Source: an optimization exercise on an open RTL-to-GDS flow (aim: small area, a short achievable clock period and few clock cycles). Production flows keep margins and buffers that such runs may drop.
The RTL was checked by simulation tests, not by an equivalence proof against the original design.
Power figures rest on the tool's default switching activity, not on a simulated workload.

File: flow/design.v
module alu #(parameter WIDTH = 32)(
    input  logic [WIDTH-1:0] inA,
    input  logic [WIDTH-1:0] inB,
    input  logic [3:0]       alu_op,
    output logic             zero,
    output logic [WIDTH-1:0] result
);
    always @(*) begin
        case(alu_op)
            4'b0000: result = inA + inB;
            4'b1000: result = inA - inB;
            4'b0001: result = inA << inB[4:0];  
            4'b0010: result = ($signed(inA) < $signed(inB)) ? {{(WIDTH-1){1'b0}},{1'b1}} : {(WIDTH){1'b0}};    
            4'b0011: result = (inA < inB) ? {{(WIDTH-1){1'b0}},{1'b1}} : {(WIDTH){1'b0}};  
            4'b0100: result = inA ^ inB;
            4'b0101: result = inA >> inB[4:0];  
            4'b1101: result = $signed(inA) >>> inB[4:0];  
            4'b0110: result = inA | inB;
            4'b0111: result = inA & inB;
            4'b1010: result = inA * inB;                                           
            4'b1011: result = 32'((64'(($signed(inA))) * 64'(($signed(inB)))) >> 32);   
            4'b1100: result = 32'((64'(($signed(inA))) * 64'(inB)) >> 32);              
            4'b1001: result = 32'((64'(inA) * 64'(inB)) >> 32);
            default: result = {WIDTH{1'b0}};
        endcase
    end
    assign zero = ~(| result[WIDTH-1:0]);
endmodule
module alu_decoder(
    input  logic [1:0] aluOp,
    input  logic [2:0] funct3,
    input  logic       funct7_5,
    input  logic [6:0] opcode,        
    output logic [3:0] aluControl
);
    always_comb begin
        case (aluOp)
            2'b00: aluControl = 4'b0000;   
            2'b01: begin   
                case (funct3)
                    3'b000, 3'b001: aluControl = 4'b1000;   
                    3'b100, 3'b101: aluControl = 4'b0010;   
                    3'b110, 3'b111: aluControl = 4'b0011;   
                    default: aluControl = 4'b0000;
                endcase
            end
            2'b10: begin   
                case (funct3)
                    3'b000: begin
                        if (opcode == 7'b0110011 && funct7_5)
                            aluControl = 4'b1000;   
                        else
                            aluControl = 4'b0000;   
                    end
                    3'b001: aluControl = 4'b0001;   
                    3'b010: aluControl = 4'b0010;   
                    3'b011: aluControl = 4'b0011;   
                    3'b100: aluControl = 4'b0100;   
                    3'b101: begin
                        if (funct7_5)
                            aluControl = 4'b1101;   
                        else
                            aluControl = 4'b0101;   
                    end
                    3'b110: aluControl = 4'b0110;   
                    3'b111: aluControl = 4'b0111;   
                    default: aluControl = 4'b0000;
                endcase
            end
            2'b11:begin
                case (funct3)
                    3'b000: aluControl = 4'b1010;  
                    3'b001: aluControl = 4'b1011;  
                    3'b010: aluControl = 4'b1100;  
                    3'b011: aluControl = 4'b1001;  
                    3'b100: aluControl = 4'b1110;  
                    3'b101: aluControl = 4'b1111;  
                    3'b110: aluControl = 4'b0110;  
                    3'b111: aluControl = 4'b0111;  
                    default: aluControl = 4'b0000;
                endcase
            end
            default: aluControl = 4'b0000;
        endcase
    end
endmodule
module branch_comparator (
    input  logic        zero,           
    input  logic        alu_result_0,   
    input  logic [2:0]  branchType,
    input  logic        Branch,
    output logic        branch_taken
);
    typedef enum logic [2:0] {
        BEQ  = 3'b000,
        BNE  = 3'b001,
        BLT  = 3'b100,
        BGE  = 3'b101,
        BLTU = 3'b110,
        BGEU = 3'b111
    } branch_t;
    always_comb begin
        branch_taken = 1'b0;
        if (Branch) begin
            case (branchType)
                BEQ:  branch_taken = zero;            
                BNE:  branch_taken = ~zero;           
                BLT:  branch_taken = ~zero;           
                BGE:  branch_taken = zero;            
                BLTU: branch_taken = ~zero;           
                BGEU: branch_taken = zero;            
                default: branch_taken = 1'b0;
            endcase
        end
    end
endmodule
/*verilator lint_off UNUSED*/
module control_unit (
    input  logic [31:0] instr,
    output logic [3:0]  ALUControl,
    output logic        ALUSrcB,
    output logic        ALUSrcA,
    output logic        MemWrite,     
    output logic        RegWrite,     
    output logic [1:0]  ResultSrc,  
    output logic [2:0]  ImmSrc,
    output logic [1:0]  memSize,       
    output logic        mem_signed,    
    output logic        PCTargetSrc,   
    output logic        Branch,      
    output logic        Jump,        
    output logic [2:0]  branchType,   
    output logic        is_div
);
    logic [6:0] opcode;
    logic [2:0] funct3;
    logic       funct7_5;   
    assign opcode   = instr[6:0];
    assign funct3   = instr[14:12];
    assign funct7_5 = instr[30];
    logic [1:0] aluOp;
    logic branch_taken;
    always_comb begin
        RegWrite    = 1'b0;     
        ResultSrc   = 2'b00;    
        ALUSrcA     = 1'b0;      
        ALUSrcB     = 1'b0;     
        MemWrite    = 1'b0;     
        memSize     = 2'b10;    
        mem_signed  = 1'b0;     
        ImmSrc      = 3'b000;   
        Branch      = 1'b0;     
        Jump        = 1'b0;     
        branchType  = 3'b000;   
        aluOp       = 2'b00;    
        PCTargetSrc = 1'b0;     
        is_div      = 1'b0;
        case (opcode)
            7'b0110011: begin   
                RegWrite  = 1'b1;
                ResultSrc = 2'b00;   
                ALUSrcB   = 1'b0;    
                aluOp     = 2'b10;
                if (instr[31:25] == 7'b0000001) begin  
                    aluOp = 2'b11;
                    case (funct3)
                        3'b100, 3'b101, 3'b110, 3'b111: begin
                            is_div = 1'b1;
                        end
                        default: begin
                            is_div = 1'b0;
                        end
                    endcase
                end
            end
            7'b1100011: begin   
                Branch     = 1'b1;       
                ALUSrcB    = 1'b0;      
                ImmSrc     = 3'b010;     
                aluOp      = 2'b01;
                branchType = funct3;     
            end
            7'b0000011: begin  
                RegWrite  = 1'b1;
                ResultSrc = 2'b01;
                ALUSrcB   = 1'b1;
                case(funct3)
                    3'b000: begin
                        memSize    = 2'b00;
                        mem_signed = 1'b1;
                    end
                    3'b001: begin 
                        memSize    = 2'b01;
                        mem_signed = 1'b1;
                    end
                    3'b010: memSize = 2'b10;
                    3'b100: begin  
                        memSize     = 2'b00;
                    end
                    3'b101: begin  
                        memSize     = 2'b01;
                    end
                    default: ;  
                endcase
            end
            7'b0010011: begin  
                RegWrite  = 1'b1;
                ResultSrc = 2'b00;
                ALUSrcB   = 1'b1;
                ImmSrc    = 3'b000;
                aluOp     = 2'b10;
            end
            7'b0100011: begin  
                ImmSrc    = 3'b001;
                MemWrite  = 1'b1;
                ALUSrcB   = 1'b1;
                case(funct3)
                    3'b000: memSize = 2'b00;
                    3'b001: memSize = 2'b01;
                    3'b010: memSize = 2'b10;
                    default: ;  
                endcase
            end
            7'b0010111: begin  
                ImmSrc    = 3'b011;
                RegWrite  = 1'b1;
                ALUSrcA   = 1'b1;
                ALUSrcB   = 1'b1;
            end
            7'b0110111: begin  
                RegWrite  = 1'b1;    
                ResultSrc = 2'b00;   
                ALUSrcB   = 1'b1;    
                ImmSrc    = 3'b011;  
                aluOp     = 2'b00;
            end
            7'b1100111: begin  
                RegWrite    = 1'b1;
                ResultSrc   = 2'b10;
                ALUSrcB     = 1'b1;     
                Jump        = 1'b1;
                PCTargetSrc = 1'b1;  
            end
            7'b1101111: begin  
                RegWrite  = 1'b1;     
                ResultSrc = 2'b10;    
                ImmSrc    = 3'b100;   
                Jump      = 1'b1;   
            end
            default: ;  
        endcase
    end
    alu_decoder alu_dec (
        .aluOp(aluOp),
        .funct3(funct3),
        .funct7_5(funct7_5),
        .opcode(opcode),
        .aluControl(ALUControl)
    );
endmodule
module sign_extend (
    input logic [2:0] immSrc,
    /*verilator lint_off UNUSED*/
    input logic [31:0] instr,
    /*verilator lint_on UNUSED*/
    output logic [31:0] imm_ext
);
always_comb begin
    case (immSrc)
        3'b000: imm_ext = {{20{instr[31]}}, instr[31:20]};        
        3'b001: imm_ext = {{20{instr[31]}}, instr[31:25], instr[11:7]};                                  
        3'b010: imm_ext = {{19{instr[31]}}, instr[31], instr[7], instr[30:25], instr[11:8], 1'b0};                           
        3'b011: imm_ext = {instr[31:12], 12'b0};                        
        3'b100: imm_ext = {{11{instr[31]}}, instr[31], instr[19:12], instr[20], instr[30:21], 1'b0};                           
        default: imm_ext = 32'b0;
    endcase
end
endmodule
module regfile(
    input clk,
    input write_en,
    input rst,
    input logic [4:0] a1,
    input logic [4:0] a2,
    input logic [4:0] a3,
    input logic [31:0] din,
    output logic [31:0] rout1,
    output logic [31:0] rout2,
   output logic [31:0] a0
);
logic [31:0] register [31:0];
assign register[0] = 32'b0;
for (genvar g = 1; g < 32; g++) begin : entry
    always_ff @(posedge clk) begin
        if(rst) begin
            register[g] <= 32'b0;
        end
        else if(write_en && a3 == g) begin
            register[g] <= din;
        end
    end
end
assign rout1 = (a1 == 5'b0) ? 32'b0 : (write_en && a3 == a1) ? din : register[a1];
assign rout2 = (a2 == 5'b0) ? 32'b0 : (write_en && a3 == a2) ? din : register[a2];
assign a0 = register[10];
endmodule
module decode #(
    parameter DATA_WIDTH = 32
) (
    input  logic                   clk,
    input  logic                   rst,
    input  logic [DATA_WIDTH-1:0]  instr,
    input  logic [DATA_WIDTH-1:0]  data_in,
    input  logic                   wb_write_en,
    input  logic [4:0]             wb_rd,
    output logic                   PCTargetSrc,
    output logic                   RegWrite,
    output logic [1:0]             result_src,
    output logic                   mem_write,
    output logic [3:0]             alu_control,
    output logic                   alu_srcA,
    output logic                   alu_srcB,
    output logic                   sign_ext_flag,
    output logic                   Branch,
    output logic                   Jump,
    output logic [2:0]             branchType,
    output logic [DATA_WIDTH-1:0]  imm_ext,
    output logic [DATA_WIDTH-1:0]  r_out1,
    output logic [DATA_WIDTH-1:0]  r_out2,
    output logic [1:0]             type_control,
    output logic [4:0]             rs1,
    output logic [4:0]             rs2,
    output logic [4:0]             rd,
    output logic [6:0]             opcode,
    output logic [DATA_WIDTH-1:0]  a0,
    output logic                   is_div
);
    logic [2:0] imm_src;
    assign rs1 = instr[19:15];
    assign rs2 = instr[24:20];
    assign rd  = instr[11:7];
    assign opcode = instr[6:0];
    control_unit control_unit(
        .instr(instr),
        .ALUControl(alu_control),
        .ALUSrcB(alu_srcB),
        .ALUSrcA(alu_srcA),
        .MemWrite(mem_write),     
        .RegWrite(RegWrite),
        .ResultSrc(result_src),  
        .ImmSrc(imm_src),
        .memSize(type_control),    
        .mem_signed(sign_ext_flag),
        .Branch(Branch),
        .Jump(Jump),
        .branchType(branchType),
        .PCTargetSrc(PCTargetSrc),
        .is_div(is_div)
    );
    logic [4:0] rf_a1;
    assign rf_a1 = (opcode == 7'b0110111) ? 5'b0 : rs1;
    regfile regfile(
        .clk(clk),
        .write_en(wb_write_en),
        .rst(rst),
        .a1(rf_a1),
        .a2(rs2),
        .a3(wb_rd),
        .din(data_in),
        .rout1(r_out1),
        .rout2(r_out2),
        .a0(a0)
    );
    sign_extend sign_extend(
        .immSrc(imm_src),
        .instr(instr),
        .imm_ext(imm_ext)
    );
endmodule
module div #(
    parameter DATA_WIDTH = 32
)(
    input  logic clk,
    input  logic rst,
    input  logic [DATA_WIDTH-1:0] dividend,
    input  logic [DATA_WIDTH-1:0] divisor,
    output logic [DATA_WIDTH-1:0] quotient,
    output logic [DATA_WIDTH-1:0] remainder,
    output logic is_finished,
    input  logic is_unsigned,
    input  logic triggered
);
    logic                     is_running;
    logic [5:0]               cycle;
    logic [DATA_WIDTH-1:0]    dividend_register;
    logic [DATA_WIDTH-1:0]    divider_register;
    logic [DATA_WIDTH-1:0]    quotient_reg;
    logic [DATA_WIDTH-1:0]    remainder_reg;
    logic                     signed_result;
    logic                     signed_remainder;
    logic [DATA_WIDTH-1:0]    possible_remainder;
    assign possible_remainder = {remainder_reg[DATA_WIDTH-2:0], dividend_register[DATA_WIDTH-1]};
    always_ff @(posedge clk) begin
        if (rst) begin
            is_running  <= 0;
            is_finished <= 0;
        end
        else if (triggered && !is_running && !is_finished) begin
            if (divisor == 0) begin
                is_finished     <= 1;
                is_running   <= 0;
                quotient  <= 32'hFFFFFFFF;
                remainder <= dividend;
            end 
            else begin
                is_running <= 1;
                is_finished   <= 0;
                cycle <= 0;
                if (!is_unsigned) begin
                    signed_remainder    <= dividend[DATA_WIDTH-1];
                    signed_result <= dividend[DATA_WIDTH-1] ^ divisor[DATA_WIDTH-1];
                    dividend_register <= dividend[DATA_WIDTH-1] ? -dividend : dividend;
                    divider_register  <= divisor[DATA_WIDTH-1]  ? -divisor  : divisor;
                end 
                else begin
                    dividend_register <= dividend;
                    divider_register  <= divisor;
                    signed_remainder       <= 0;
                    signed_result    <= 0;
                end
                quotient_reg <= '0;
                remainder_reg <= '0;
            end
        end
        else if (is_running) begin
            if (cycle < 32) begin
                dividend_register <= {dividend_register[DATA_WIDTH-2:0], 1'b0};
                if (possible_remainder >= divider_register) begin
                    remainder_reg <= possible_remainder - divider_register;
                    quotient_reg <= {quotient_reg[DATA_WIDTH-2:0], 1'b1};
                end
                else begin
                    remainder_reg <= possible_remainder;
                    quotient_reg <= {quotient_reg[DATA_WIDTH-2:0], 1'b0};
                end
                cycle <= cycle + 1;
            end
            else begin
                is_running <= 0;
                is_finished   <= 1;
                if (!is_unsigned) begin
                    quotient  <= signed_result ? -quotient_reg : quotient_reg;
                    remainder <= signed_remainder    ? -remainder_reg : remainder_reg;
                end 
                else begin
                    quotient  <= quotient_reg;
                    remainder <= remainder_reg;
                end
            end
        end
        else if (is_finished) begin
            is_finished <= 0;
        end
    end
endmodule
module execute #(
    parameter DATA_WIDTH = 32
) (
    input  logic clk,
    input  logic rst,
    input  logic [3:0]            alu_control,
    input  logic                  ALUSrcA,
    input  logic                  ALUSrcB,
    input  logic                  PCTargetSrc,
    input  logic                  Branch,
    input  logic [2:0]            branchType,
    input  logic [DATA_WIDTH-1:0] PC,
    input  logic [DATA_WIDTH-1:0] rs1,
    input  logic [DATA_WIDTH-1:0] rs2,
    input  logic [DATA_WIDTH-1:0] imm_ext,
    input  logic                  is_div,
    output logic [DATA_WIDTH-1:0] ALUResult,
    output logic [DATA_WIDTH-1:0] PCTarget,
    output logic                  branch_taken,
    output logic                  div_stall_flag
);
    logic [DATA_WIDTH-1:0] op1;
    logic [DATA_WIDTH-1:0] op2;
    logic [DATA_WIDTH-1:0] PCoperand;
    logic                  ALUlsb;
    logic                  zero;
    logic [DATA_WIDTH-1:0] alu_out;
    logic [DATA_WIDTH-1:0] quotient;
    logic [DATA_WIDTH-1:0] remainder; 
    logic div_done;
    logic div_unsigned;
    always_comb begin : ALU_Operand_select
        op1 = ALUSrcA ? PC : rs1;
        op2 = ALUSrcB ? imm_ext : rs2;    
    end 
    alu alu(
        .inA(op1),
        .inB(op2),
        .alu_op(alu_control),
        .zero(zero),
        .result(alu_out)
    );
    assign ALUlsb = ALUResult[0];
    assign div_unsigned = alu_control[0];
    div div(
        .clk(clk),
        .rst(rst),
        .triggered(is_div),
        .dividend(op1),
        .divisor(op2),
        .is_unsigned(div_unsigned),
        .quotient(quotient),
        .remainder(remainder),
        .is_finished(div_done)
    );
    assign div_stall_flag = (is_div) && !div_done;
    always_comb begin
        ALUResult = alu_out;
        if (is_div) begin
            if (div_done) begin
                if (alu_control[3] == 1'b0) 
                    ALUResult = remainder;
                else
                    ALUResult = quotient;
            end
        end
    end
    branch_comparator branchComparator (
        .zero(zero),
        .alu_result_0(ALUlsb),
        .branchType(branchType),
        .Branch(Branch),
        .branch_taken(branch_taken)
    );
    always_comb begin : PC_target_adder
        PCoperand = PCTargetSrc ? rs1 : PC;
        PCTarget  = PCoperand + imm_ext;
    end
endmodule
module pc_reg #(
    parameter DATA_WIDTH = 32
) (
    input logic clk,
    input logic rst,
    input logic PC_en,
    input logic [DATA_WIDTH-1: 0] pc_next,
    output logic [DATA_WIDTH-1: 0] pc_out
);
    logic [DATA_WIDTH-1:0] PC; 
    always_ff @(posedge clk) begin
        if (rst) begin
            PC <= 32'b0;
        end
        else if(PC_en)begin
            PC <= pc_next;
        end
    end
    assign pc_out = PC;
endmodule
module fetch #(
    parameter DATA_WIDTH = 32
) (
    input logic clk,
    /*verilator lint_off UNUSED*/
    input logic rst,
    /*verilator lint_on UNUSED*/
    input logic                  PCSrc,
    input logic                  PC_en,
    input logic                  predict_taken,
    input logic [DATA_WIDTH-1:0] predict_target,
    input logic                  predict_valid,
    input logic [DATA_WIDTH-1:0] Hazard_target,
    input logic [DATA_WIDTH-1:0] imem_rdata,
    output logic [DATA_WIDTH-1:0] Instr,
    output logic [DATA_WIDTH-1:0] pc_out4,
    output logic [DATA_WIDTH-1:0] pc_out
);
    logic [DATA_WIDTH-1:0] PC_next;
    pc_reg PC_REG(
        .clk(clk),
        .rst(rst),
        .PC_en(PC_en),
        .pc_next(PC_next),
        .pc_out(pc_out)
    );
    always_comb begin
        pc_out4 = pc_out + 32'b100;
    end
    always_comb begin
        if (PCSrc)
            PC_next = Hazard_target;
        else if (predict_taken && predict_valid)
            PC_next = predict_target;
        else
            PC_next = pc_out4;
    end
    assign Instr = imem_rdata;
endmodule
module F_D_reg #(
    parameter DATA_WIDTH = 32
) (
    input  logic clk,
    input  logic rst,
    input  logic F_D_en,
    input  logic CTRL_Flush,
    input  logic [DATA_WIDTH-1:0] F_instr,
    input  logic [DATA_WIDTH-1:0] F_pc_out,
    input  logic [DATA_WIDTH-1:0] F_pc_out4,
    output logic [DATA_WIDTH-1:0] D_instr,
    output logic [DATA_WIDTH-1:0] D_pc_out,
    output logic [DATA_WIDTH-1:0] D_pc_out4,
    input   logic                  F_prediction_made,
    input   logic                  F_predicted_taken,
    input   logic [DATA_WIDTH-1:0] F_btb_PCtarget,
    output  logic                  D_prediction_made,
    output  logic                  D_predicted_taken,
    output  logic [DATA_WIDTH-1:0] D_btb_PCtarget
);
    always_ff @(posedge clk) begin
        if (rst || CTRL_Flush) begin
            D_instr <= 32'b0;
            D_pc_out <= 32'b0;
            D_pc_out4 <= 32'b0;
            D_predicted_taken <= 1'b0;
            D_prediction_made <= 1'b0;
            D_btb_PCtarget <= 32'b0;
        end else if (F_D_en) begin
            D_instr <= F_instr;
            D_pc_out <= F_pc_out;
            D_pc_out4 <= F_pc_out4;
            D_predicted_taken <= F_predicted_taken;
            D_prediction_made <= F_prediction_made;
            D_btb_PCtarget <= F_btb_PCtarget;
        end
    end
endmodule
module D_E_reg #(
    parameter DATA_WIDTH = 32
) (
    input  logic clk,
    input  logic rst,
    input  logic no_op,
    input  logic CTRL_Flush,
    input  logic D_E_en,
    input  logic D_RegWrite,
    input  logic D_PCTargetSrc,
    input  logic [1:0] D_result_src,
    input  logic D_mem_write,
    input  logic [3:0] D_alu_control,
    input  logic D_alu_srcA,
    input  logic D_alu_srcB,
    input  logic D_sign_ext_flag,
    input  logic D_Branch,
    input  logic D_Jump,
    input  logic [2:0] D_branchType,
    input  logic [DATA_WIDTH-1:0] D_pc_out,
    input  logic [DATA_WIDTH-1:0] D_pc_out4,
    input  logic [DATA_WIDTH-1:0] D_imm_ext,
    input  logic [DATA_WIDTH-1:0] D_r_out1,
    input  logic [DATA_WIDTH-1:0] D_r_out2,
    input  logic [1:0] D_type_control,
    input  logic [6:0] D_opcode,
    input  logic [4:0] D_rd,
    input  logic D_is_div,
    input  logic [4:0] D_ra,
    input  logic [4:0] D_rb,
    output logic E_RegWrite,
    output logic E_PCTargetSrc,
    output logic [1:0] E_result_src,
    output logic E_mem_write,
    output logic [3:0] E_alu_control,
    output logic E_alu_srcA,
    output logic E_alu_srcB,
    output logic E_sign_ext_flag,
    output logic E_Branch,
    output logic E_Jump,
    output logic [2:0] E_branchType,
    output logic [DATA_WIDTH-1:0] E_pc_out,
    output logic [DATA_WIDTH-1:0] E_pc_out4,
    output logic [DATA_WIDTH-1:0] E_imm_ext,
    output logic [DATA_WIDTH-1:0] E_r_out1,
    output logic [DATA_WIDTH-1:0] E_r_out2,
    output logic [1:0] E_type_control,
    output logic [6:0] E_opcode,
    output logic [4:0] E_rd,
    output logic E_is_div,
    output logic [4:0] E_ra,
    output logic [4:0] E_rb,
    input  logic                  D_prediction_made,
    input  logic                  D_predicted_taken,
    input  logic [DATA_WIDTH-1:0] D_btb_PCtarget,
    output logic                  E_prediction_made,
    output logic                  E_predicted_taken,
    output logic [DATA_WIDTH-1:0] E_btb_PCtarget
);
    always_ff @(posedge clk) begin
        if (rst) begin
            E_RegWrite <= 0;
            E_PCTargetSrc <= 0;
            E_result_src <= 0;
            E_mem_write <= 0;
            E_alu_control <= 0;
            E_alu_srcA <= 0;
            E_alu_srcB <= 0;
            E_sign_ext_flag <= 0;
            E_Branch <= 0;
            E_Jump <= 0;
            E_branchType <= 0;
            E_pc_out <= 0;
            E_pc_out4 <= 0;
            E_imm_ext <= 0;
            E_r_out1 <= 0;
            E_r_out2 <= 0;
            E_type_control <= 0;
            E_rd <= 0;
            E_ra <= 0;
            E_rb <= 0;
            E_opcode <= 0;
            E_predicted_taken <= 0;
            E_prediction_made <= 0;
            E_btb_PCtarget <= 0;
            E_is_div <= 0;
        end 
        else if (CTRL_Flush || no_op) begin
            E_RegWrite <= 0;
            E_PCTargetSrc <= 0;
            E_result_src <= 0;
            E_mem_write <= 0;
            E_alu_control <= 0;
            E_alu_srcA <= 0;
            E_alu_srcB <= 0;
            E_sign_ext_flag <= 0;
            E_Branch <= 0;
            E_Jump <= 0;
            E_branchType <= 0;
            E_pc_out <= 0;
            E_pc_out4 <= 0;
            E_imm_ext <= 0;
            E_r_out1 <= 0;
            E_r_out2 <= 0;
            E_type_control <= 0;
            E_rd <= 0;
            E_ra <= 0;
            E_rb <= 0;
            E_opcode <= 0;
            E_predicted_taken <= 0;
            E_prediction_made <= 0;
            E_btb_PCtarget <= 0;
            E_is_div <= 0;
        end
        else if (D_E_en)
        begin
            E_RegWrite <= D_RegWrite;
            E_PCTargetSrc <= D_PCTargetSrc;
            E_result_src <= D_result_src;
            E_mem_write <= D_mem_write;
            E_alu_control <= D_alu_control;
            E_alu_srcA <= D_alu_srcA;
            E_alu_srcB <= D_alu_srcB;
            E_sign_ext_flag <= D_sign_ext_flag;
            E_Branch <= D_Branch;
            E_Jump <= D_Jump;
            E_branchType <= D_branchType;
            E_pc_out <= D_pc_out;
            E_pc_out4 <= D_pc_out4;
            E_imm_ext <= D_imm_ext;
            E_r_out1 <= D_r_out1;
            E_r_out2 <= D_r_out2;
            E_type_control <= D_type_control;
            E_rd <= D_rd;
            E_ra <= D_ra;
            E_rb <= D_rb;
            E_opcode <= D_opcode;
            E_predicted_taken <= D_predicted_taken;
            E_prediction_made <= D_prediction_made;
            E_btb_PCtarget <= D_btb_PCtarget;
            E_is_div <= D_is_div;
        end
    end
endmodule
module E_M_reg #(
    parameter DATA_WIDTH = 32
) (
    input  logic clk,
    input  logic rst,
    input  logic E_M_en,
    input  logic E_RegWrite,
    input  logic E_mem_write,
    input  logic [1:0] E_type_control,
    input  logic E_sign_ext_flag,
    input  logic [1:0] E_result_src,
    input  logic [DATA_WIDTH-1:0] E_alu_result,
    input  logic [DATA_WIDTH-1:0] E_r_out2,
    input  logic [DATA_WIDTH-1:0] E_pc_out4,
    input  logic [4:0] E_rd,
    input  logic [6:0] E_opcode,
    output logic M_RegWrite,
    output logic M_mem_write,
    output logic [1:0] M_type_control,
    output logic M_sign_ext_flag,
    output logic [1:0] M_result_src,
    output logic [DATA_WIDTH-1:0] M_alu_result,
    output logic [DATA_WIDTH-1:0] M_write_data,
    output logic [DATA_WIDTH-1:0] M_pc_out4,
    output logic [4:0] M_rd,
    output logic [6:0] M_opcode
);
    always_ff @(posedge clk) begin
        if (rst) begin
            M_RegWrite <= 0;
            M_mem_write <= 0;
            M_type_control <= 0;
            M_sign_ext_flag <= 0;
            M_result_src <= 0;
            M_alu_result <= 0;
            M_write_data <= 0;
            M_pc_out4 <= 0;
            M_rd <= 0;
            M_opcode <= 0;
        end
        else if (E_M_en)
        begin
            M_RegWrite <= E_RegWrite;
            M_mem_write <= E_mem_write;
            M_type_control <= E_type_control;
            M_sign_ext_flag <= E_sign_ext_flag;
            M_result_src <= E_result_src;
            M_alu_result <= E_alu_result;
            M_write_data <= E_r_out2;
            M_pc_out4 <= E_pc_out4;
            M_rd <= E_rd;
            M_opcode <= E_opcode;
        end
    end
endmodule
module M_W_reg #(
    parameter DATA_WIDTH = 32
) (
    input  logic clk,
    input  logic rst,
    input  logic M_W_en,
    input  logic M_RegWrite,
    input  logic [1:0] M_result_src,
    input  logic [DATA_WIDTH-1:0] M_alu_result,
    input  logic [DATA_WIDTH-1:0] M_mem_data,
    input  logic [DATA_WIDTH-1:0] M_pc_out4,
    input  logic [4:0] M_rd,
    input  logic [6:0] M_opcode,
    output logic W_RegWrite,
    output logic [1:0] W_result_src,
    output logic [DATA_WIDTH-1:0] W_alu_result,
    output logic [DATA_WIDTH-1:0] W_mem_data,
    output logic [DATA_WIDTH-1:0] W_pc_out4,
    output logic [4:0] W_rd,
    output logic [6:0] W_opcode
);
    always_ff @(posedge clk) begin
        if (rst) begin
            W_RegWrite <= 0;
            W_result_src <= 0;
            W_alu_result <= 0;
            W_mem_data <= 0;
            W_pc_out4 <= 0;
            W_rd <= 0;
            W_opcode <= 0;
        end
        else if (M_W_en)
        begin
            W_RegWrite <= M_RegWrite;
            W_result_src <= M_result_src;
            W_alu_result <= M_alu_result;
            W_mem_data <= M_mem_data;
            W_pc_out4 <= M_pc_out4;
            W_rd <= M_rd;
            W_opcode <= M_opcode;
        end
    end
endmodule
typedef enum logic [1:0]{
    none = 2'b00,
    mem  = 2'b01,
    writeback = 2'b10
} forward_type;
module hazard_unit(
    input  logic    [4:0] d_reg_a,
    input  logic    [4:0] d_reg_b,
    input  logic    [6:0] d_opcode,
    input   logic   [4:0] ex_reg_a,
    input   logic   [4:0] ex_reg_b,
    input   logic   [4:0] ex_reg_d,
    input   logic   [6:0] E_opcode,
    input   logic   datamem_reg_write_enable,
    input   logic   [4:0] datamem_reg_write_addr,
    input   logic   [6:0] M_opcode,
    input   logic   wb_reg_write_enable,
    input   logic   [4:0] wb_reg_write_addr,
    input   logic   [6:0] W_opcode,
    input   logic   div_stall,    
    input   logic   cache_stall,  
    output  forward_type    reg_a,
    output  forward_type    reg_b,
    output logic            PC_en,
    output logic            F_D_en,
    output logic            D_E_en,
    output logic            E_M_en,
    output logic            M_W_en,
    output logic            no_op,
    input  logic            Branch,
    input  logic            branch_taken,
    input  logic            Jump,
    output logic            PCSrc,
    output logic            Flush,
    input  logic            E_prediction_made,
    input  logic            E_predicted_taken,
    input  logic   [31:0]   E_btb_PCtarget,
    input  logic   [31:0]   PCTarget,
    input  logic   [31:0]   E_pc_out4,
    output logic   [31:0]   Hazard_target
);
logic E_reg_1_valid;
logic E_reg_2_valid;
logic M_reg_c_valid;
logic W_reg_c_valid;
logic d_reg_1_valid;
logic d_reg_2_valid;
logic reg_en;
logic branch_mispredict;
logic target_mismatch;
logic M_rd_nz;
logic W_rd_nz;
assign M_rd_nz = (datamem_reg_write_addr != 5'b0);
assign W_rd_nz = (wb_reg_write_addr != 5'b0);
assign target_mismatch = (E_btb_PCtarget != PCTarget);
always_comb begin : opcode_check
    d_reg_1_valid = ~(d_opcode == 7'b0010111 | d_opcode == 7'b0110111 | d_opcode == 7'b1101111);
    d_reg_2_valid = ~(d_opcode == 7'b0010111 | d_opcode == 7'b0110111 | d_opcode == 7'b1100111 | d_opcode == 7'b1101111 | d_opcode == 7'b0000011 | d_opcode == 7'b0010011);
    E_reg_1_valid = ~(E_opcode == 7'b0010111 | E_opcode == 7'b0110111 | E_opcode == 7'b1101111 | E_opcode == 7'b0000000);
    E_reg_2_valid = ~(E_opcode == 7'b0010111 | E_opcode == 7'b0110111 | E_opcode == 7'b1100111 | E_opcode == 7'b1101111 | E_opcode == 7'b0000011 | E_opcode == 7'b0010011 | E_opcode == 7'b0000000);
    W_reg_c_valid = ~(W_opcode == 7'b0100011 | W_opcode == 7'b1100011 | ~wb_reg_write_enable);
    M_reg_c_valid = ~(M_opcode == 7'b0100011 | M_opcode == 7'b1100011 | ~datamem_reg_write_enable);
end
always_comb begin : reg_enables
    if (cache_stall) begin
        PC_en  = 1'b0;
        F_D_en = 1'b0;
        D_E_en = 1'b0;
        E_M_en = 1'b1;   
        M_W_en = 1'b1;   
        no_op  = 1'b1;
    end else if (branch_mispredict) begin
        PC_en  = 1'b1;
        F_D_en = 1'b1;
        D_E_en = 1'b1;
        E_M_en = 1'b1;
        M_W_en = 1'b1;
        no_op  = 1'b0;
    end else begin
        PC_en  = reg_en && !div_stall;
        F_D_en = reg_en && !div_stall;
        D_E_en = reg_en && !div_stall;
        E_M_en = 1'b1;
        M_W_en = 1'b1;
        no_op  = ~reg_en;
    end
end
logic A_L_haz;
assign A_L_haz = (E_opcode == 7'b0000011 && (((d_reg_a == ex_reg_d) && d_reg_1_valid) || ((d_reg_b == ex_reg_d) && d_reg_2_valid)));
assign reg_en = ~(A_L_haz || cache_stall);
always_comb begin
    reg_a = none;
    reg_b = none;
    if((ex_reg_a == datamem_reg_write_addr) && datamem_reg_write_enable && M_rd_nz && E_reg_1_valid && M_reg_c_valid && (M_opcode != 7'b0000011)) begin
        reg_a = mem;
    end
    else if((ex_reg_a == wb_reg_write_addr) && wb_reg_write_enable && W_rd_nz && E_reg_1_valid && W_reg_c_valid) begin
        reg_a = writeback;
    end
    if((ex_reg_b == datamem_reg_write_addr) && datamem_reg_write_enable && M_rd_nz && E_reg_2_valid && M_reg_c_valid && (M_opcode != 7'b0000011)) begin
        reg_b = mem;
    end
    else if((ex_reg_b == wb_reg_write_addr) && wb_reg_write_enable && W_rd_nz && E_reg_2_valid && W_reg_c_valid) begin
        reg_b = writeback;
    end
end
logic mispred_take;
logic mispred_not_take;
always_comb begin
    if (Branch) begin
        if (E_prediction_made) begin
            if (branch_taken) begin
                branch_mispredict = (~E_predicted_taken) || target_mismatch;
            end else begin
                branch_mispredict = E_predicted_taken;
            end
        end else begin
            branch_mispredict = branch_taken;
        end
    end
    else if (Jump) begin
        if (E_opcode == 7'b1100111) begin
            branch_mispredict = 1'b1;
        end else begin
            if (E_prediction_made) begin
                if (E_predicted_taken) begin
                    branch_mispredict = target_mismatch;
                end else begin
                    branch_mispredict = 1'b1;
                end
            end else begin
                branch_mispredict = 1'b1;
            end
        end
    end
    else begin
        branch_mispredict = 1'b0;
    end
    mispred_take     = Branch && branch_taken && !E_predicted_taken;
    mispred_not_take = Branch && !branch_taken && E_predicted_taken;
    if (Jump)
        Hazard_target = PCTarget;
    else if (mispred_take)
        Hazard_target = PCTarget;
    else if (mispred_not_take)
        Hazard_target = E_pc_out4;
    else if (Branch && branch_taken)
        Hazard_target = PCTarget;     
    else
        Hazard_target = E_pc_out4;
    PCSrc = Jump || mispred_take || mispred_not_take || (Branch && branch_taken && ~E_prediction_made);
    Flush = PCSrc;
end
endmodule
module writeback #(
    parameter DATA_WIDTH = 32
) (
    input  logic [1:0]            result_src,
    input  logic [DATA_WIDTH-1:0] alu_result,
    input  logic [DATA_WIDTH-1:0] mem_data,
    input  logic [DATA_WIDTH-1:0] pc4,
    output logic [DATA_WIDTH-1:0] result
);
    always_comb begin
        case(result_src)
            2'b00: result = alu_result;
            2'b01: result = mem_data;
            2'b10: result = pc4;
            default: result = alu_result;
        endcase
    end
endmodule
module rv32im_core #(
    parameter DATA_WIDTH = 32
) (
    input   logic clk,
    input   logic rst,
    output  logic [DATA_WIDTH-1:0] imem_addr,
    input   logic [DATA_WIDTH-1:0] imem_rdata,
    output  logic [DATA_WIDTH-1:0] dmem_addr,
    output  logic                  dmem_we,
    output  logic [1:0]            dmem_size,
    output  logic [DATA_WIDTH-1:0] dmem_wdata,
    input   logic [DATA_WIDTH-1:0] dmem_rdata,
    output  logic [DATA_WIDTH-1:0] a0
);
    logic PCSrc;
    logic [DATA_WIDTH-1:0] PCTarget;
    logic [DATA_WIDTH-1:0] F_instr;
    logic [DATA_WIDTH-1:0] F_pc_out;
    logic [DATA_WIDTH-1:0] F_pc_out4;
    logic [DATA_WIDTH-1:0] D_instr;
    logic [DATA_WIDTH-1:0] D_pc_out;
    logic [DATA_WIDTH-1:0] D_pc_out4;
    logic D_PCTargetSrc;
    logic D_RegWrite;
    logic [1:0] D_result_src;
    logic D_mem_write;
    logic [3:0] D_alu_control;
    logic D_alu_srcA;
    logic D_alu_srcB;
    logic D_sign_ext_flag;
    logic D_Branch;
    logic D_Jump;
    logic [2:0] D_branchType;
    logic [DATA_WIDTH-1:0] D_imm_ext;
    logic [DATA_WIDTH-1:0] D_r_out1;
    logic [DATA_WIDTH-1:0] D_r_out2;
    logic [1:0] D_type_control;
    logic [4:0] D_rs1;
    logic [4:0] D_rs2;
    logic [4:0] D_rd;
    logic D_is_div;
    logic E_PCTargetSrc;
    logic E_RegWrite;
    logic [1:0] E_result_src;
    logic E_mem_write;
    logic [3:0] E_alu_control;
    logic E_alu_srcA;
    logic E_alu_srcB;
    logic E_sign_ext_flag;
    logic E_Branch;
    logic E_Jump;
    logic [2:0] E_branchType;
    logic [DATA_WIDTH-1:0] E_pc_out;
    logic [DATA_WIDTH-1:0] E_pc_out4;
    logic [DATA_WIDTH-1:0] E_imm_ext;
    logic [DATA_WIDTH-1:0] E_r_out1;
    logic [DATA_WIDTH-1:0] E_r_out2;
    logic [DATA_WIDTH-1:0] E_forwarded_1;
    logic [DATA_WIDTH-1:0] E_forwarded_2;
    logic [1:0] E_type_control;
    logic [4:0] E_rd;
    logic [4:0] E_ra;
    logic [4:0] E_rb;
    logic E_is_div;
    logic [DATA_WIDTH-1:0] E_ALUResult;
    logic M_mem_write;
    logic M_RegWrite;
    logic [1:0] M_type_control;
    logic M_sign_ext_flag;
    logic [1:0] M_result_src;
    logic [DATA_WIDTH-1:0] M_alu_result;
    logic [DATA_WIDTH-1:0] M_write_data;
    logic [DATA_WIDTH-1:0] M_pc_out4;
    logic [4:0] M_rd;
    logic [DATA_WIDTH-1:0] M_mem_read_data;
    logic [DATA_WIDTH-1:0] M_alu_result_out;
    logic cache_stall;
    logic W_RegWrite;
    logic [1:0] W_result_src;
    logic [DATA_WIDTH-1:0] W_alu_result;
    logic [DATA_WIDTH-1:0] W_mem_data;
    logic [DATA_WIDTH-1:0] W_pc_out4;
    logic [4:0] W_rd;
    logic [DATA_WIDTH-1:0] W_result;
    logic [1:0] forwarding_sel_a;
    logic [1:0] forwarding_sel_b;
    logic [6:0] D_opcode;
    logic [6:0] E_opcode;
    logic [6:0] M_opcode;
    logic [6:0] W_opcode;
    logic F_D_en;
    logic D_E_en;
    logic E_M_en;
    logic M_W_en;
    logic PC_en;
    logic no_op;
    logic CTRL_Flush;
    logic branch_taken;
    logic div_stall_flag;
    logic bp_predict_taken;
    logic [DATA_WIDTH-1:0] bp_predict_target;
    logic bp_predict_valid;
    logic F_prediction_made;
    logic F_predicted_taken;
    logic D_prediction_made;
    logic D_predicted_taken;
    logic E_prediction_made;
    logic E_predicted_taken;
    logic [DATA_WIDTH-1:0] F_btb_PCtarget;
    logic [DATA_WIDTH-1:0] D_btb_PCtarget;
    logic [DATA_WIDTH-1:0] E_btb_PCtarget;
    assign F_prediction_made = bp_predict_valid;
    assign F_predicted_taken = bp_predict_taken;
    assign F_btb_PCtarget    = bp_predict_target;
    logic [DATA_WIDTH-1:0] Hazard_target;
    assign bp_predict_taken  = 1'b0;
    assign bp_predict_target = '0;
    assign bp_predict_valid  = 1'b0;
    fetch fetch_stage (
        .clk(clk),
        .rst(rst),
        .PCSrc(PCSrc),
        .imem_rdata(imem_rdata),
        .Instr(F_instr),
        .pc_out4(F_pc_out4),
        .pc_out(F_pc_out),
        .PC_en(PC_en),
        .predict_taken(bp_predict_taken),
        .predict_target(bp_predict_target),
        .predict_valid(bp_predict_valid),
        .Hazard_target(Hazard_target)
    );
    F_D_reg F_D (
        .clk(clk),
        .rst(rst),
        .CTRL_Flush(CTRL_Flush),
        .F_D_en(F_D_en),
        .F_instr(F_instr),
        .F_pc_out(F_pc_out),
        .F_pc_out4(F_pc_out4),
        .D_instr(D_instr),
        .D_pc_out(D_pc_out),
        .D_pc_out4(D_pc_out4),
        .F_prediction_made(F_prediction_made),
        .F_predicted_taken(F_predicted_taken),
        .D_prediction_made(D_prediction_made),
        .D_predicted_taken(D_predicted_taken),
        .F_btb_PCtarget(F_btb_PCtarget),
        .D_btb_PCtarget(D_btb_PCtarget)
    );
    decode decode_stage (
        .clk(clk),
        .rst(rst),
        .instr(D_instr),
        .data_in(W_result),
        .wb_write_en(W_RegWrite),
        .wb_rd(W_rd),
        .PCTargetSrc(D_PCTargetSrc),
        .RegWrite(D_RegWrite),
        .result_src(D_result_src),
        .mem_write(D_mem_write),
        .alu_control(D_alu_control),
        .alu_srcA(D_alu_srcA),
        .alu_srcB(D_alu_srcB),
        .sign_ext_flag(D_sign_ext_flag),
        .Branch(D_Branch),
        .Jump(D_Jump),
        .branchType(D_branchType),
        .imm_ext(D_imm_ext),
        .r_out1(D_r_out1),
        .r_out2(D_r_out2),
        .type_control(D_type_control),
        .rs1(D_rs1),
        .rs2(D_rs2),
        .rd(D_rd),
        .a0(a0),
        .opcode(D_opcode),
        .is_div(D_is_div)
    );
    D_E_reg D_E (
        .clk(clk),
        .rst(rst),
        .no_op(no_op),
        .D_E_en(D_E_en),
        .CTRL_Flush(CTRL_Flush),
        .D_RegWrite(D_RegWrite),
        .D_PCTargetSrc(D_PCTargetSrc),
        .D_result_src(D_result_src),
        .D_mem_write(D_mem_write),
        .D_alu_control(D_alu_control),
        .D_alu_srcA(D_alu_srcA),
        .D_alu_srcB(D_alu_srcB),
        .D_sign_ext_flag(D_sign_ext_flag),
        .D_Branch(D_Branch),
        .D_Jump(D_Jump),
        .D_branchType(D_branchType),
        .D_pc_out(D_pc_out),
        .D_pc_out4(D_pc_out4),
        .D_imm_ext(D_imm_ext),
        .D_r_out1(D_r_out1),
        .D_r_out2(D_r_out2),
        .D_type_control(D_type_control),
        .D_rd(D_rd),
        .D_ra(D_rs1),
        .D_rb(D_rs2),
        .D_opcode(D_opcode),
        .D_prediction_made(D_prediction_made),
        .D_predicted_taken(D_predicted_taken),
        .D_is_div(D_is_div),
        .E_RegWrite(E_RegWrite),
        .E_PCTargetSrc(E_PCTargetSrc),
        .E_result_src(E_result_src),
        .E_mem_write(E_mem_write),
        .E_alu_control(E_alu_control),
        .E_alu_srcA(E_alu_srcA),
        .E_alu_srcB(E_alu_srcB),
        .E_sign_ext_flag(E_sign_ext_flag),
        .E_Branch(E_Branch),
        .E_Jump(E_Jump),
        .E_branchType(E_branchType),
        .E_pc_out(E_pc_out),
        .E_pc_out4(E_pc_out4),
        .E_imm_ext(E_imm_ext),
        .E_r_out1(E_r_out1),
        .E_r_out2(E_r_out2),
        .E_type_control(E_type_control),
        .E_rd(E_rd),
        .E_ra(E_ra),
        .E_rb(E_rb),
        .E_opcode(E_opcode),
        .E_is_div(E_is_div),
        .E_prediction_made(E_prediction_made),
        .E_predicted_taken(E_predicted_taken),
        .D_btb_PCtarget(D_btb_PCtarget),
        .E_btb_PCtarget(E_btb_PCtarget)
    );
    always_comb begin
        case (forwarding_sel_a)
            2'b00: E_forwarded_1 = E_r_out1;
            2'b01: E_forwarded_1 = M_alu_result;
            2'b10: E_forwarded_1 = W_result;
            default: E_forwarded_1 = 32'b0;        
        endcase
        case (forwarding_sel_b)
            2'b00: E_forwarded_2 = E_r_out2;
            2'b01: E_forwarded_2 = M_alu_result;
            2'b10: E_forwarded_2 = W_result;
            default: E_forwarded_2 = 32'b0;        
        endcase
    end
    execute execute_stage (
        .clk(clk),
        .rst(rst),
        .is_div(E_is_div),
        .alu_control(E_alu_control),
        .ALUSrcA(E_alu_srcA),
        .ALUSrcB(E_alu_srcB),
        .PCTargetSrc(E_PCTargetSrc),
        .Branch(E_Branch),
        .branch_taken(branch_taken),
        .branchType(E_branchType),
        .PC(E_pc_out),
        .rs1(E_forwarded_1),
        .rs2(E_forwarded_2),
        .imm_ext(E_imm_ext),
        .ALUResult(E_ALUResult),
        .PCTarget(PCTarget),
        .div_stall_flag(div_stall_flag)
    );
    E_M_reg E_M (
        .clk(clk),
        .rst(rst),
        .E_M_en(E_M_en),
        .E_RegWrite(div_stall_flag ? 1'b0 : E_RegWrite),
        .E_mem_write(div_stall_flag ? 1'b0 : E_mem_write),
        .E_type_control(E_type_control),
        .E_sign_ext_flag(E_sign_ext_flag),
        .E_result_src(E_result_src),
        .E_alu_result(E_ALUResult),
        .E_r_out2(E_forwarded_2),
        .E_pc_out4(E_pc_out4),
        .E_rd(E_rd),
        .E_opcode(E_opcode),
        .M_RegWrite(M_RegWrite),
        .M_mem_write(M_mem_write),
        .M_type_control(M_type_control),
        .M_sign_ext_flag(M_sign_ext_flag),
        .M_result_src(M_result_src),
        .M_alu_result(M_alu_result),
        .M_write_data(M_write_data),
        .M_pc_out4(M_pc_out4),
        .M_rd(M_rd),
        .M_opcode(M_opcode)
    );
    assign imem_addr        = F_pc_out;
    assign dmem_addr        = M_alu_result;
    assign dmem_we          = M_mem_write;
    assign dmem_size        = M_type_control;
    assign dmem_wdata       = M_write_data;
    assign M_alu_result_out = M_alu_result;
    assign cache_stall      = 1'b0;
    always_comb begin
        case (M_type_control)
            2'b00:   M_mem_read_data = {{24{M_sign_ext_flag & dmem_rdata[7]}}, dmem_rdata[7:0]};
            2'b01:   M_mem_read_data = {{16{M_sign_ext_flag & dmem_rdata[15]}}, dmem_rdata[15:0]};
            2'b10:   M_mem_read_data = dmem_rdata;
            default: M_mem_read_data = 32'b0;
        endcase
    end
    M_W_reg M_W (
        .clk(clk),
        .rst(rst),
        .M_W_en(M_W_en),
        .M_RegWrite(M_RegWrite),
        .M_result_src(M_result_src),
        .M_alu_result(M_alu_result_out),
        .M_mem_data(M_mem_read_data),
        .M_pc_out4(M_pc_out4),
        .M_rd(M_rd),
        .M_opcode(M_opcode),
        .W_RegWrite(W_RegWrite),
        .W_result_src(W_result_src),
        .W_alu_result(W_alu_result),
        .W_mem_data(W_mem_data),
        .W_pc_out4(W_pc_out4),
        .W_rd(W_rd),
        .W_opcode(W_opcode)
    );
    writeback writeback_stage (
        .result_src(W_result_src),
        .alu_result(W_alu_result),
        .mem_data(W_mem_data),
        .pc4(W_pc_out4),
        .result(W_result)
    );
    hazard_unit h_u(
        .PC_en(PC_en),
        .F_D_en(F_D_en),
        .D_E_en(D_E_en),
        .E_M_en(E_M_en),
        .M_W_en(M_W_en),
        .E_opcode(E_opcode),
        .M_opcode(M_opcode),
        .W_opcode(W_opcode),
        .d_reg_a(D_rs1),
        .d_reg_b(D_rs2),
        .d_opcode(D_opcode),
        .ex_reg_a(E_ra),
        .ex_reg_b(E_rb),
        .ex_reg_d(E_rd),
        .datamem_reg_write_enable(M_RegWrite),
        .datamem_reg_write_addr(M_rd),
        .wb_reg_write_enable(W_RegWrite),
        .wb_reg_write_addr(W_rd),
        .reg_a(forwarding_sel_a),
        .reg_b(forwarding_sel_b),
        .no_op(no_op),
        .Branch(E_Branch),
        .Jump(E_Jump),
        .branch_taken(branch_taken),
        .Flush(CTRL_Flush),
        .E_prediction_made(E_prediction_made),
        .E_predicted_taken(E_predicted_taken),
        .PCSrc(PCSrc),
        .E_btb_PCtarget(E_btb_PCtarget),
        .PCTarget(PCTarget),
        .E_pc_out4(E_pc_out4),
        .Hazard_target(Hazard_target),
        .div_stall(div_stall_flag),
        .cache_stall(cache_stall)
    );
endmodule
File: flow/run.sh
#!/bin/bash
# synth_recipe.tcl (not shown) runs the flow's synth.tcl, then flattens the netlist and writes it again
# the make line also repeats each setting of config.mk as NAME=value (left out here)
make -C /OpenROAD-flow-scripts/flow DESIGN_CONFIG=/design/flow/config.mk WORK_HOME=/design/flow/orfs CLKGATE_MAP_FILE= SYNTH_SCRIPT=/design/flow/synth_recipe.tcl finish
File: flow/config.mk
export PLATFORM = sky130hd
export DESIGN_NAME = rv32im_core
export DESIGN_NICKNAME = rv32im_core
export VERILOG_FILES = /design/flow/design.v
export SDC_FILE = /design/flow/constraint.sdc
export NUM_CORES = 8
export LEC_CHECK = 0
export CAP_MARGIN = 20
export CORE_MARGIN = 2
export CORE_UTILIZATION = 40
export SLEW_MARGIN = 20
File: flow/constraint.sdc
create_clock -name core_clock -period 20.0 [get_ports {clk}]
set_input_delay 4.0000 -clock core_clock [delete_from_list [all_inputs] [get_ports {clk}]]
set_output_delay 4.0000 -clock core_clock [all_outputs]
set_load 0.01 [all_outputs]
==> impl_metrics.json <==
{
  "status": "finished clean",
  "crit_path_max_fanout": 116,
  "start_util": 0.4018,
  "drt_iter0_drc": 26200,
  "grt_usage": 0.3911,
  "drc": 0,
  "antenna_left": 0,
  "die_area_mm2": 0.4237,
  "hold_path_class": "reg2reg",
  "setup_viol": 0,
  "postCtsHoldBufs": 0,
  "h-tree-depth": 4,
  "cts_setup_buffers": 0,
  "cts-resized-gates": 0,
  "critPathKind": "reg2reg",
  "via_per_inst": 6.313,
  "peakVddDrop_mv": 0.08781,
  "timing.setup.tns_ns": 0,
  "min_period_over_period": 0.9391,
  "cts.path.max_buffers": 4,
  "final_cell_mix": "nand2_1 (3,006), inv_1 (2,972), fa_1 (2,283), dfxtp_1 (1,543), a21oi_1 (1,451)",
  "clock-root-buffer": "clkbuf_16",
  "die_h_um": 650.9,
  "max-slew-margin-rel": 0.03569,
  "fmax_mhz": 53.24,
  "clk_pin_slew_ns": 0.06,
  "critPathLaunchType": "flop",
  "final_core_util": 0.4417,
  "ios": 197,
  "drv_cap": 0,
  "clk_latency_ns": 1.07,
  "synthFlopType": "dfxtp_1",
  "syn_to_final_growth_pct": 9.912,
  "yosysUniqueCellTypes": 99,
  "worst_pin_slew_ns": 1.435,
  "port_buffers": 196,
  "grt_max_degree": 156,
  "synth_edf_count": 200,
  "ys_seq_area_frac": 0.2211,
  "largest_register_ffs": 992,
  "final.min_clock_period_ns": 18.78,
  "antenna_found_initial": 74,
  "final_nets": 22390,
  "die_w_um": 650.9,
  "multi_input_area_mm2": 0.1160,
  "via_count": 157600,
  "cts_tree": "done",
  "clock_sinks": 1749,
  "drive_above_1_share": 0.05968,
  "wl_um": 851500,
  "crit_slowest_cell": "dfxtp_1",
  "rsz0062_at_grt": "false",
  "seqCellArea_mm2": 0.03703,
  "netlist_instances": 19620,
  "powerDensity_mw_per_mm2": 45.68,
  "synth-seq-cells": 1749,
  "finalClockSkew_ns": 0.2028,
  "numCtsBuffers": 194,
  "cp-end-kind": "flop",
  "arrival_ns": 19.58,
  "required_ns": 20.80,
  "postSynthAreaPerCell_um2": 8.534,
  "fill_cells": 40780,
  "place_hpwl_um": 593800,
  "maxSlewViolCount": 0,
  "wl_per_cell_um": 34.10,
  "grt_pass1_vias": 152700,
  "core_area_mm2": 0.4166,
  "grt_pass1_wl_um": 1177000,
  "synth_nets": 22790,
  "slowest_delay_ns": 1.01,
  "crit_path_frequent_cell": "fa_1",
  "async_flop_share": 0,
  "syn-cell-area_mm2": 0.1674,
  "gp_congestion": 1.073,
  "num_rows": 237,
  "first_pass_iters": 12,
  "grt-ovfl-total": 0,
  "yosysWarnings": 18,
  "hold_violations": 0,
  "final_common_cell": "nand2_1",
  "power.leakage_nw": 81.55
}
where the power goes:
group | total [mW] | switching, mW | internal [mW]
registers | 3.62 | 0.0525 | 3.57
clock network | 3.93 | 1.69 | 2.24
logic | 0.850 | 0.647 | 0.202
per-layer routing:
metal / track usage / up-vias / wire length [um]
met1: 0.4738 / 77250 / 301300
li1: - / 63770 / -
met3: 0.1526 / 3868 / 121200
met2: 0.5532 / 12680 / 342700
met5: 0.01868 / - / 1424
met4: 0.3023 / 82 / 84870
synthesized netlist by cell type, drive strengths merged, types with 187 or more instances:
master	count	area (um2)
mux2i	384	3847
nand2	3029	11370
nor2b	187	1170
nor2	1373	5156
nand3	269	1359
clkbuf	1062	3986
buf	213	917.1
a221oi	277	2426
nor3	192	970.9
a22oi	508	3814
xnor2	247	2163
inv	2994	11240
a211oi	192	1451
a22o	206	1804
fa	2284	45720
o21ai	458	2292
a21oi	1454	7277
ha	820	10260
dfxtp	1549	31010
edfxtp	200	6006
stage by stage:
step                setup WS [ns]  total power, mW  std cells  area [um2]  hold WS (ns)
detailed placement          1.974            4.487      24510      176900        0.4204
global route                1.012            8.511      24900      183800        0.4088
finish                      1.218            8.405      24970      184000        0.3732
global placement           0.9408            4.487      24510      176800        0.4156
floorplan                   6.369            4.058      19620      167400        0.4138
CTS                         1.910            8.328      24860      183700        0.3967
area by class of cell:
| class | count | share of cell area |
|---|---|---|
| multi-input cells | 13580 | 0.6304 |
| flip-flops and latches | 1749 | 0.2012 |
| inverters | 3011 | 0.06143 |
| well taps | 5497 | 0.03738 |
| repair buffers | 677 | 0.03128 |
| clock buffers | 265 | 0.03029 |
| clock inverters | 86 | 0.006589 |
| diodes | 105 | 0.001428 |
critical path, delay by kind of cell (launching register included):
kind            cells  cell delay (ns)
simple gates       12             5.04
fa+ha+maj           9             4.45
buf+inv             9             1.48
flops               1             1.01
mux                 1             0.50
compound gates     15             5.86
worst paths after layout:
check                   start  cells after the start           endpoint  slack [ns]
setup / recovery  M_W.W_rd[0]                     46  D_E.E_imm_ext[17]        1.22
setup reg to reg  M_W.W_rd[0]                     46  D_E.E_imm_ext[17]        1.22
hold reg to reg   E_M.M_rd[0]                      1        M_W.W_rd[0]        0.37
hold / removal    E_M.M_rd[0]                      1        M_W.W_rd[0]        0.37
kinds of logic (layout without fill, tap and decap cells):
kind of cell             Yosys count  count (layout)  share of synthesized area
adder cells (fa/ha/maj)         3104            3104                     0.3344
multiplexers                     407             407                    0.02482
AND/OR/NAND/NOR                 5699            5699                     0.1457
XOR/XNOR                         364             364                    0.01904
other                              0             105                          0
AO/OA/AOI/OAI                   4009            4009                     0.1582
flip-flops                      1749            1749                     0.2211
buffers and inverters           4286            4039                    0.09680
Testbench counts, summed over its fixed seeds: cycles 53,399.

==> re-timing with driven ports <==
In the flow no input, the clock included, has a driving cell. The finished layout below was timed again as built, in two steps. Step 1 (the two cells are an assumption about what drives the block):
set clk [get_ports {clk}]
set_driving_cell -lib_cell sky130_fd_sc_hd__clkbuf_16 $clk
set_driving_cell -lib_cell sky130_fd_sc_hd__buf_2 [delete_from_list [all_inputs] $clk]
Step 2 times the ports against the registers' clock, not the clock port: input delays grow and output delays shrink by t, the midpoint of the rising clock arrivals with the driver on. Slacks: ideal ports / drivers / drivers and shift; pairs: ideal ports / drivers.
t, ns: 1.097
slack for setup (ns): 1.218 / 1.218 / 1.218
latest minus earliest clock arrival (ns): 0.204 / 0.205
After both steps setup and hold are still met in this run. The setup slack of this run moves by 0.000 ns with the drivers and by 0.000 ns with both steps.
